This design comes from an exercise in tuning for small area and a short achievable clock period on the open sky130 flow, not from production work.
No activity file was given, so power comes from the tool's default toggle rates.

## 07-06
==> flow/design.v <==
module contador(clock, clear, out);
input clear, clock;
output [1:0] out;
reg [1:0] out;
always @(posedge clock) begin
	if(!clear) 
        out <= out + 1'b1;
	else out  <= 2'b00;
end
endmodule
module register(in, enable, clk, out);
input [15:0] in;
input enable, clk;
output [15:0] out;
reg [15:0] out;
always @(posedge clk) begin
	if(enable)
		out <= in;
end
endmodule
module decodificador(in, out);
input [2:0] in;
output [7:0] out;
reg [7:0] out;
always @(in) begin
    out = 8'b00000000;
    out[7 - in] = 1'b1; 
end
endmodule
module sinal(in, controle, out);
input [15:0] in;
input controle;
output reg [15:0] out;
always @(in or controle) begin
	if(controle)
		out = - in;
	else
		out = in;
end
endmodule
module ula(in_a, in_b, op_select, out);
    input [15:0] in_a, in_b;     
    input op_select;   
    output reg [15:0] out; 
    always @(*) begin
        case (op_select)
            1'b1: out = in_a + in_b;    
            1'b0: out = ~(in_a & in_b); 
        endcase
    end
endmodule 
module extensor(inn, out);
input [15:0]  inn;
output [15:0] out;
reg [15:0] out;
always @(inn) begin
	if(inn[9] == 1)
		out = {6'b111111, inn[9:0]};
	else
		out = {6'b000000, inn[9:0]};
end
endmodule
module mult(
	imediat, 
	r0,
	r1,
	r2,
	r3,
	r4,
	r5,
	r6,
	r7,
	r,
	imediat_select, 
	reg_select,
	r_select,
	bus);
input [15:0] imediat, r0, r1, r2, r3, r4, r5, r6, r7, r;
input imediat_select, r_select;
input [7:0] reg_select;
output [15:0] bus;
reg [15:0] bus;
 always @(*) begin
 	if(imediat_select == 1)begin
 		bus = imediat;
 	end
 	else if(r_select == 1)begin
 		bus = r;
 	end
 	else if(reg_select == 8'b10000000)begin
 		bus = r0;
 	end 
 	else if(reg_select == 8'b01000000)begin
 		bus = r1;
 	end 
 	else if(reg_select == 8'b00100000)begin
 		bus = r2;
 	end 
 	else if(reg_select == 8'b00010000)begin
 		bus = r3;
 	end 
 	else if(reg_select == 8'b00001000)begin
 		bus = r4;
 	end 
 	else if(reg_select == 8'b00000100)begin
 		bus = r5;
 	end 
 	else if(reg_select == 8'b00000010)begin
 		bus = r6;
 	end 
 	else if(reg_select == 8'b00000001)begin
 		bus = r7;
 	end
 	else bus = 16'b0000000000000000; 
 end
endmodule
module unidade_controle
(
clk,
in, 
resetn,
cont,
reg_select,
r_select,
immediate_select,
r0_enable, 
r1_enable,
r2_enable,
r3_enable,
r4_enable,
r5_enable,
r6_enable,
r7_enable,
a_enable,
r_enable,
opSelect,
clear,
negativo
);
input clk;
input [8:0] in;
input [1:0] cont;
input resetn;
output reg r_select, immediate_select;
output reg [7:0] reg_select;
output reg r0_enable, r1_enable, r2_enable, r3_enable, r4_enable, r5_enable, r6_enable, r7_enable, a_enable, r_enable, clear;
output reg opSelect, negativo;
reg [2:0] opcode;
reg [2:0] register1, register2;
reg [1:0] status;
reg negar;
wire [7:0] outRegister1, outRegister2, outEnableRegister;
decodificador d1(register1, outRegister1);
decodificador d2(register2, outRegister2);
decodificador d3(register1, outEnableRegister);
always @(*) begin
	opcode = {in[8], in[7], in[6]};
	register1 = {in[5], in[4], in[3]};
	register2 = {in[2], in[1], in[0]};
	clear = !resetn;
end
always @(posedge clk) begin
	if(!resetn) begin
		opSelect <= 1;
		status <= 2'b00;
		negar <= 0;
	end
	else if(cont == 2'b00) begin
		if(opcode == 3'b111) begin
				opSelect <= 1;  
				status <= 2'b01;
				negar <= 0;
		end
		else if(opcode == 3'b101) begin
				opSelect <= 1;  
				status <= 2'b11;
				negar <= 0;
		end
		else if(opcode == 3'b000) begin
			opSelect <= 1; 
			status <= 2'b00;
			negar <= 0;
		end 
		else if(opcode == 3'b001) begin
				opSelect <= 1; 
				status <= 2'b00;
				negar <= 1;
		end
		else if(opcode == 3'b010) begin
				opSelect <= 0;  
				status <= 2'b00;
				negar <= 0;
		end
		else if(opcode == 3'b100) begin
				opSelect <= 1;  
				status <= 2'b01;
				negar <= 0;
		end
	end
end
always @(*) begin
	r_select = 0;
	immediate_select = 0;
	reg_select = 8'b00000000;
	a_enable = 0;
	r_enable = 0;
	negativo = 0;
	r0_enable = 0;
	r1_enable = 0;
	r2_enable = 0;
	r3_enable = 0;
	r4_enable = 0;
	r5_enable = 0;
	r6_enable = 0;
	r7_enable = 0;
	case (cont)
			2'b00:begin 
			end
			2'b01:begin 
				a_enable = 1;
				if(status == 2'b00)
					reg_select = outRegister1;
			end
			2'b10:begin 
				r_enable = 1;
				if(status != 2'b11)
					reg_select = outRegister2;
				else
					immediate_select = 1;
				negativo = negar;
			end
			2'b11:begin 
				r_select = 1;
				r0_enable = outEnableRegister[7] & resetn;
				r1_enable = outEnableRegister[6] & resetn;
				r2_enable = outEnableRegister[5] & resetn;
				r3_enable = outEnableRegister[4] & resetn;
				r4_enable = outEnableRegister[3] & resetn;
				r5_enable = outEnableRegister[2] & resetn;
				r6_enable = outEnableRegister[1] & resetn;
				r7_enable = outEnableRegister[0] & resetn;
			end
		endcase
end
endmodule
module processador(clk, iin, resetn, outProcessador);
input clk, resetn;
input [15:0] iin;
output [15:0] outProcessador;
reg [1:0] cont;
reg [2:0] hop;           
reg [7:0] sel;           
reg [15:0] X;
wire [2:0] op = iin[15:13];
wire [2:0] rx = iin[12:10];
wire [2:0] ry = iin[9:7];
wire c0 = (cont == 2'd0);
wire c3 = (cont == 2'd3);
always @(posedge clk) begin
	if (!resetn) cont <= 2'd0;
	else cont <= cont + 2'd1;
end
always @(posedge clk) begin
	if (!resetn) hop <= 3'b000;
	else if (c0 && op != 3'b011 && op != 3'b110) hop <= op;
end
always @(posedge clk)
	sel <= (cont == 2'd1) ? (8'd1 << ry) : (8'd1 << rx);
wire [15:0] rq [0:7];
genvar g;
generate for (g = 0; g < 8; g = g + 1) begin : R
	reg [15:0] q;
	always @(posedge clk)
		if (c3 && resetn && sel[g]) q <= X;
	assign rq[g] = q;
end endgenerate
wire [15:0] rd = ({16{sel[0]}} & rq[0]) | ({16{sel[1]}} & rq[1]) |
                 ({16{sel[2]}} & rq[2]) | ({16{sel[3]}} & rq[3]) |
                 ({16{sel[4]}} & rq[4]) | ({16{sel[5]}} & rq[5]) |
                 ({16{sel[6]}} & rq[6]) | ({16{sel[7]}} & rq[7]);
wire h_sub = (hop == 3'b001);
wire h_nan = (hop == 3'b010);
wire h_ldi = (hop == 3'b101);
wire h_mov = hop[2] & ~h_ldi;       
wire go = (cont == 2'd1);
reg k_sub, k_nan, k_ldi, k_pass;
always @(posedge clk) begin
	k_sub  <= go & h_sub;
	k_nan  <= go & h_nan;
	k_ldi  <= go & h_ldi;
	k_pass <= ~go | h_mov;
end
wire [15:0] imm = {{6{iin[9]}}, iin[9:0]};
wire [15:0] sum = X + (rd ^ {16{k_sub}}) + {15'd0, k_sub};
reg [15:0] alu;
always @(*) begin
	if (k_pass) alu = rd;
	else if (k_ldi) alu = imm;
	else if (k_nan) alu = ~(X & rd);
	else alu = sum;
end
always @(posedge clk)
	X <= alu;
assign outProcessador = X;
endmodule
make LEC_CHECK=0 ABC_CLOCK_PERIOD_IN_PS=2500 CAP_MARGIN=20 CORE_MARGIN=2 CORE_UTILIZATION=40 PLACE_DENSITY=0.6 SETUP_SLACK_MARGIN=4.5 SLEW_MARGIN=20 finish   # period 7.0 ns
run.sh (not shown) runs the stock make flow with config.mk's settings and CLKGATE_MAP_FILE= SYNTH_SCRIPT=/design/flow/synth_recipe.tcl, a recipe that flattens the netlist after the stock synthesis.
Both conditions hold for 07-06: the flow ran to the end and the final layout passed the timing, design-rule and antenna checks.
Here is what was changed in the inputs of 01-07 compared with 07-06.
--- a/flow/design.v
+++ b/flow/design.v
@@ -251,9 +251,10 @@
 reg [2:0] hop;           
 reg [7:0] sel;           
-reg [15:0] X;
+reg [15:0] X, Y;
 wire [2:0] op = iin[15:13];
 wire [2:0] rx = iin[12:10];
 wire [2:0] ry = iin[9:7];
 wire c0 = (cont == 2'd0);
+wire c2 = (cont == 2'd2);
 wire c3 = (cont == 2'd3);
 always @(posedge clk) begin
@@ -265,6 +266,9 @@
 	else if (c0 && op != 3'b011 && op != 3'b110) hop <= op;
 end
+wire [7:0] rx_oh = 8'd1 << rx;
+wire [7:0] ry_oh = 8'd1 << ry;
 always @(posedge clk)
-	sel <= (cont == 2'd1) ? (8'd1 << ry) : (8'd1 << rx);
+	sel <= c0 ? ry_oh : rx_oh;
+wire [7:0] rsel = c0 ? rx_oh : sel;
 wire [15:0] rq [0:7];
 genvar g;
@@ -275,8 +279,8 @@
 	assign rq[g] = q;
 end endgenerate
-wire [15:0] rd = ({16{sel[0]}} & rq[0]) | ({16{sel[1]}} & rq[1]) |
-                 ({16{sel[2]}} & rq[2]) | ({16{sel[3]}} & rq[3]) |
-                 ({16{sel[4]}} & rq[4]) | ({16{sel[5]}} & rq[5]) |
-                 ({16{sel[6]}} & rq[6]) | ({16{sel[7]}} & rq[7]);
+wire [15:0] rd = ({16{rsel[0]}} & rq[0]) | ({16{rsel[1]}} & rq[1]) |
+                 ({16{rsel[2]}} & rq[2]) | ({16{rsel[3]}} & rq[3]) |
+                 ({16{rsel[4]}} & rq[4]) | ({16{rsel[5]}} & rq[5]) |
+                 ({16{rsel[6]}} & rq[6]) | ({16{rsel[7]}} & rq[7]);
 wire h_sub = (hop == 3'b001);
 wire h_nan = (hop == 3'b010);
@@ -292,14 +296,16 @@
 end
 wire [15:0] imm = {{6{iin[9]}}, iin[9:0]};
-wire [15:0] sum = X + (rd ^ {16{k_sub}}) + {15'd0, k_sub};
+wire [15:0] sum = X + (Y ^ {16{k_sub}}) + {15'd0, k_sub};
 reg [15:0] alu;
 always @(*) begin
-	if (k_pass) alu = rd;
+	if (k_pass) alu = Y;
 	else if (k_ldi) alu = imm;
-	else if (k_nan) alu = ~(X & rd);
+	else if (k_nan) alu = ~(X & Y);
 	else alu = sum;
 end
-always @(posedge clk)
+always @(posedge clk) begin
+	Y <= rd;
 	X <= alu;
+end
 assign outProcessador = X;
 endmodule
Results
Share of total power in combinational logic (lower): 01-07. Cell with the largest stage delay on the worst path: sky130_fd_sc_hd__clkdlybuf4s18_2 -> 01-07, sky130_fd_sc_hd__or4_4 -> 07-06. Reported for 07-06 and 01-07, total congestion overflow turned out identical to the last digit. Compared 01-07 vs 07-06, and horizontal extent of the die is up in 01-07. Going from 07-06 to 01-07, wire length of the first global-routing pass grows by 100 um. Diff 01-07..07-06 | clock latency on the worst-skew pair | negligible. Compared with 07-06, in 01-07 flip-flop and latch count went up by 16; area added between synthesis and finish went down by 11 points; number of clock sinks went up by about 10%. 01-07 does better than 07-06 on aggregate routed wire length. Looking only at multiplexer share of the synthesized area, and setting everything else aside, the higher value of 07-06 and 01-07 goes to 01-07. 01-07 vs 07-06: worst hold path stage count up. Of the two candidates, 07-06 has the better cell area after synthesis and 01-07 the worse one. Against 07-06, 01-07 comes in 0.91 ns higher on setup slack. Die area, 01-07 vs 07-06: up by a little under 10%.
No run of this note included a check of the RTL's function; only the layout flow was run.

-- afterwards: timing with drivers on the ports --
How much do the figures lean on ideal ports? The routed layouts below were timed once more, with nothing changed but the port constraints.
Step 1 (the two cells are an assumption about what drives the block):
set clk [get_ports {clk}]
set_driving_cell -lib_cell sky130_fd_sc_hd__clkbuf_16 $clk
set_driving_cell -lib_cell sky130_fd_sc_hd__buf_2 [delete_from_list [all_inputs] $clk]
Step 2 moves the port delays by t, midway between the first and last clock arrival at a register: inputs arrive t later, outputs are due t later. That takes back most of the time a late clock gives input paths.
Three values: ideal, step 1, step 2; two values: the first two.
run	shift t [ns]	slack for setup (ns)	worst register clock-pin slew, ns	worst data-port slew with drivers (ns)
07-06	0.463	3.610 / 3.610 / 3.610	0.06 / 0.06	0.05
01-07	0.466	4.521 / 4.488 / 4.076	0.07 / 0.07	0.04
After both steps every run listed still meets setup and hold. The setup slack of 01-07, which loses most, moves by -0.033 ns with the drivers and by -0.445 ns with both steps.
